This design comes from an exercise in tuning for small area on the open sky130 flow, not from production work. Function was checked by simulation only, so behaviour that the tests miss may differ from the original. Power and IR drop assume default switching activity.

===== flow/run.sh =====
#!/bin/bash
# synth_recipe.tcl (not shown) runs the flow's synth.tcl, then flattens the netlist and writes it again
# the make line also repeats each setting of config.mk as NAME=value (left out here)
make -C /OpenROAD-flow-scripts/flow DESIGN_CONFIG=/design/flow/config.mk WORK_HOME=/design/flow/orfs CLKGATE_MAP_FILE= SYNTH_SCRIPT=/design/flow/synth_recipe.tcl finish

===== flow/config.mk =====
export PLATFORM = sky130hd
export DESIGN_NAME = ldiv
export DESIGN_NICKNAME = ldiv
export VERILOG_FILES = /design/flow/design.v
export SDC_FILE = /design/flow/constraint.sdc
export NUM_CORES = 4
export LEC_CHECK = 0
export CAP_MARGIN = 20
export CORE_MARGIN = 2
export CORE_UTILIZATION = 45
export PLACE_DENSITY = 0.6
export SLEW_MARGIN = 20

===== flow/constraint.sdc =====
create_clock -name core_clock -period 7.0 [get_ports {clk}]
set_input_delay 1.4000 -clock core_clock [delete_from_list [all_inputs] [get_ports {clk}]]
set_output_delay 1.4000 -clock core_clock [all_outputs]
set_load 0.01 [all_outputs]

===== flow/design.v =====
module ldiv #
  (
   parameter 	NUMERATOR_WIDTH = 32,
   parameter 	DENOMINATOR_WIDTH = 32,
   parameter 	QUOTIENT_WIDTH = 32 
   )
   (
    input 				      clk,
    input 				      reset,
    input signed [NUMERATOR_WIDTH - 1:0]      numerator_in,
    input [DENOMINATOR_WIDTH - 1:0] 	      denominator_in,
    input 				      valid_in,
    output signed [QUOTIENT_WIDTH - 1:0]      quotient_out,
    output signed [NUMERATOR_WIDTH - 1:0]     remainder_out,
    output 				      valid_out,
    output signed [NUMERATOR_WIDTH - 1 + 1:0] numerator_out,
    output [DENOMINATOR_WIDTH - 1:0] 	      denominator_out
    );
   localparam LATENCY = NUMERATOR_WIDTH;
   reg signed [LATENCY - 1 + 1:0] 	      numerator [LATENCY - 1:0];
   reg [DENOMINATOR_WIDTH - 1:0] 	      denominator [LATENCY - 1:0];
   reg [QUOTIENT_WIDTH - 1:0] 		      quotient [LATENCY - 1:0];
   reg [NUMERATOR_WIDTH - 1:0] 		      remainder [LATENCY - 1:0];
   reg 					      valid [LATENCY - 1:0];
   reg [LATENCY - 1:0] 			      numerator_negative;
   wire [LATENCY - 1:0] 		      remainder_next [LATENCY - 1:0];
   assign quotient_out = numerator_negative[LATENCY - 1] ? -quotient[LATENCY - 1] : quotient[LATENCY - 1];
   assign remainder_out = numerator_negative[LATENCY - 1] ? -remainder[LATENCY - 1] : remainder[LATENCY - 1];
   assign valid_out = valid[LATENCY - 1];
   assign numerator_out = numerator_negative[LATENCY - 1] ? -numerator[LATENCY - 1] : numerator[LATENCY - 1];
   assign denominator_out = denominator[LATENCY - 1];
   genvar 				      i;
   generate
      for (i = 0; i < LATENCY; i = i + 1)
	begin
	   assign remainder_next[i] = i > 0 ? (remainder[i - 1] << 1) | numerator[i - 1][LATENCY - i - 1] : 0;
	   always @(posedge clk)
	     if (i == 0)
	       begin
		  quotient[i] <= 0;
		  remainder[i] <= 0;
		  denominator[i] <= denominator_in;
		  numerator[i] <= numerator_in < 0 ? -numerator_in : numerator_in;
		  numerator_negative[i] <= numerator_in < 0;
		  valid[i] <= reset ? 1'b0 : valid_in;
	       end
	     else
	       begin
		  if (remainder_next[i] >= denominator[i - 1])
		    begin
		       remainder[i] <= remainder_next[i] - denominator[i - 1];
		       quotient[i] <= quotient[i - 1] | (1 << LATENCY - i - 1);
		    end
		  else
		    begin
		       remainder[i] <= remainder_next[i];
		       quotient[i] <= quotient[i - 1];
		    end
		  denominator[i] <= denominator[i - 1];
		  numerator[i] <= numerator[i - 1];
		  numerator_negative[i] <= numerator_negative[i - 1];
		  valid[i] <= reset ? 1'b0 : valid[i - 1];
	       end
	end
   endgenerate
endmodule

==> summary.txt <==
outcome -> timing/DRC/antenna clean
hpwl dp -> 236,000 um
cell count after synthesis -> 13,354
Period minus WS final -> 6420 ps
gr ovfl total -> 0
largest family of logic cells by synthesized area -> compound AO/OA/AOI/OAI gates
Detailed Route WL -> 305,000 um
CTS resizes -> 0
first-pass GRT wire length -> 477,000 um
Wirelength per Cell -> 17.0 um
Via Count -> 90,762
maximum vdd drop -> 0.234 mV
r2r startpoint -> numerator[18][12]
met2 Usage GRT -> 31.7%
mux cell area share after synthesis -> 2.25%
final instance area -> 154,000 sq um
Slew Limit Fails -> 0
port bufs -> 196
Clock Tree Buf Depth -> 4
Reg2Reg Depth -> 13
CTS sink count -> 3,602
async set or reset register ratio after synthesis -> 0%
clock latency on the worst-skew pair -> 910 ps
DRT iter0 DRCs -> 5,838
endpoints failing hold -> 0
total CTS buffers -> 358
Critical Path Start -> numerator[31][7]
Setup CP Type -> register to primary output
Post-synth EDFFs -> 0
Buf/Inv on CP -> 2
CP Depth -> 11
cell row count -> 201
met3 Use GR -> 3.01%
CTS Root Cell -> clkbuf_16
CTS tree -> yes
largest net degree at the start of global routing -> 77
Yosys reg bits -> 3,602
postcts setup bufs -> 0
TNS Setup -> 0 ps
CTS clk-pin slew, worst paths -> 60 ps
Synth-to-Final Area Change -> 14.1%
Die Height -> 552 um
worst-path fanout max -> 4
vias in the first global route -> 86,468
Post-DRT Antenna Nets -> 0
Max Fclk -> 0.156 GHz
skew final -> 46.2 ps
DIE WIDTH -> 552 um
Max-Cap Viols -> 0
hold crit path type -> register to register
Slew @ Worst Pin -> 1250 ps
largest delay contributor family on the critical path -> simple AND/OR/NAND/NOR gates
PwrDens -> 329 nW/um^2
Post-Synthesis Net Count -> 14,417
Final Wtd Congestion -> 0.884
Pleak -> 70.7 nW
Critical Path Source Type -> register
top_reg_cell synth -> dfxtp_1
Setup crit end kind -> primary output
worst path cell trace -> or4_1 -> nor2_1 -> nand3_1 -> or4_1 -> or4_4 -> inv_1 -> nand2_1 -> or4_4 -> o31ai_1 -> xnor2_1 -> clkdlybuf4s50_1
# setup viols final -> 0
slowest CP cell -> clkdlybuf4s50_1
register area share after synthesis -> 53.4%
unrepaired setup endpoints after global routing -> false
initial antenna violation count -> 20
Vias/cell -> 5.05
fin nets -> 14,721
DRC -> 0
Avg Cell Area, Syn -> 10.1 sq um
gr busiest metal -> met2
post-synthesis cell type count -> 86
CP max stage delay -> 610 ps
initial core utilization -> 45.2%
Arrival @ worst endpoint -> 5020 ps
filler cell count in the final layout -> 27,093
adder-cell area share of the yosys netlist -> 9.39%
Post-Synth Simple-Gate Area -> 9.57%
grt met1 use -> 26.3%
Synth Warn # -> 6
slew margin rel. -> 15.3%
Post-Synth XOR/XNOR Area -> 5.97%
worst reg2reg path endpoint -> remainder[19][3]
Core Area -> 299,000 sq um
Final period util -> 91.8%
Worst R2R Setup Slack -> 2350 ps
layout cell share with drive strength beyond 1 -> 7.31%
die area -> 305,000 sq um
drt first pass iters -> 6
GRT Total Usage -> 19.4%
Setup crit end -> numerator_out[32]
H-tree depth -> 5
Compound-Gate Fraction of Synth Area -> 15.2%
mapped cell area -> 135,000 sq um
Critical Path RT -> 5600 ps
CTS Hold Bufs -> 0
I/O pins -> 197
placed inst area -> 142,000 sq um
==> how the worst min path moves through the flow <==
stage | start | to | cells past startpoint
3_3_place_gp | quotient[11][29] | quotient[12][29] | 0
6_report | quotient[26][15] | quotient[27][15] | 0
3_5_place_dp | numerator[9][16] | numerator[10][16] | 0
4_1_cts | quotient[12][23] | quotient[13][23] | 0
2_1_floorplan | numerator[9][0] | numerator[10][0] | 0
5_1_grt | quotient[12][23] | quotient[13][23] | 0
==> per-layer routing <==
layer	routed length (um)	part of all wire, %
met1	143000	47
met2	138000	45
met3	14900	4.9
met4	8800	2.9
met5	0	0
==> report_power, final <==
group / internal, mW / switching (mW) / total (mW)
logic: 3.49 / 4.37 / 7.85
clock network: 11.8 / 8.09 / 19.8
registers: 22.1 / 0.967 / 23.1
==> registers in the layout (all words and copies together), names as in the netlist <==
| name | flops |
|---|---|
| quotient | 496 |
| denominator | 1024 |
| numerator_negative | 32 |
| remainder | 962 |
| numerator | 1056 |
| valid | 32 |
==> worst reg2reg max path, cell delays in order (launching register included) <==
cell	delay, ps
dfxtp_1	330
inv_1	60
ha_1	220
fa_1	410
nor2b_1	190
o21bai_1	110
a31oi_1	360
a311oi_1	230
o21ai_1	500
a21oi_1	150
o41ai_1	1130
a221oi_4	110
buf_4	330
mux2_2	400
==> per-stage QoR <==
step	setup slack (ps)	total power, mW	util (%)	hold WS, ps	cells
CTS	259	51.3	51.5	287	17909
finish	575	50.8	51.5	298	17957
floorplan	2640	28.8	-	310	13354
detailed placement	1290	31.3	47.3	312	17255
global route	157	53.2	51.5	303	17956
global placement	1270	31.3	47.3	309	17255
==> synthesized netlist by cell type (all sizes together) (51+ instances only) <==
master | instances | area [sq um]
a211oi | 60 | 455
a21boi | 56 | 420
a21o | 487 | 3660
a21oi | 1087 | 5440
a31oi | 116 | 726
and2 | 51 | 319
and3 | 90 | 563
clkbuf | 266 | 998
dfxtp | 3602 | 72100
ha | 966 | 12100
inv | 1215 | 4560
mux2 | 253 | 2850
nand2 | 850 | 3190
nand2b | 128 | 801
nand3 | 200 | 1000
nand4 | 149 | 932
nor2 | 741 | 2780
nor2b | 143 | 895
nor3 | 120 | 601
o21a | 122 | 916
o21ai | 803 | 4020
o21bai | 118 | 886
o31ai | 94 | 719
xnor2 | 567 | 4970
xor2 | 354 | 3100
==> kinds of logic after synthesis <==
family,after synthesis
adder cells (fa/ha/maj),996
AO/OA/AOI/OAI,3324
other,1
buffers and inverters,1513
multiplexers,272
flip-flops,3602
XOR/XNOR,921
AND/OR/NAND/NOR,2725
==> area by class of cell <==
type | instances | area (sq um) | area share, %
Antenna cell | 47 | 118 | 0.0763
Clock buffer | 498 | 10300 | 6.68
Multi-Input combinational cell | 8239 | 57600 | 37.4
Timing Repair Buffer | 241 | 2310 | 1.50
Clock inverter | 156 | 2230 | 1.45
Sequential cell | 3602 | 72100 | 46.8
Tap cell | 3958 | 4950 | 3.21
Inverter | 1216 | 4560 | 2.96
==> cells in the final DEF (no fill, tap or decap), types with 122 or more instances in the layout <==
cell type        netlist  routed
a21o_1               487     487
a21oi_1             1087    1086
clkbuf_16              0     359
clkdlybuf4s50_1        0     194
dfxtp_1             3602    3601
ha_1                 966     966
inv_1               1214    1214
mux2_2               253     253
nand2_1              850     848
nand2b_1             128     128
nand3_1              200     199
nand4_1              149     149
nor2_1               741     740
nor2b_1              143     143
o21a_1               122     122
o21ai_0              792     791
xnor2_1              567     567
xor2_1               354     354

what the ideal ports hide:
The flow's constraints put no driver on any port. The routed layout listed below was extracted and timed again, unchanged, in two steps.
Step 1, drivers: a clkbuf_16 drives clk and a buf_2 each remaining input, both assumed.
Step 2 also shifts input and output timing later by t, the mid clock arrival at the registers, as if the neighbouring blocks saw the same clock.
Slacks: no drivers / after step 1 / after step 2; pairs: no drivers / after step 1.
t, ns: 0.994
setup WS [ns]: 0.575 / 0.480 / 1.474
clock arrival spread, ns: 0.072 / 0.072
worst register clock-pin slew, ns: 0.07 / 0.07
cell pins on the clock port's net: 1
After both steps setup and hold are still met in this run. The setup slack of this run moves by -0.095 ns with the drivers and by +0.899 ns with both steps.
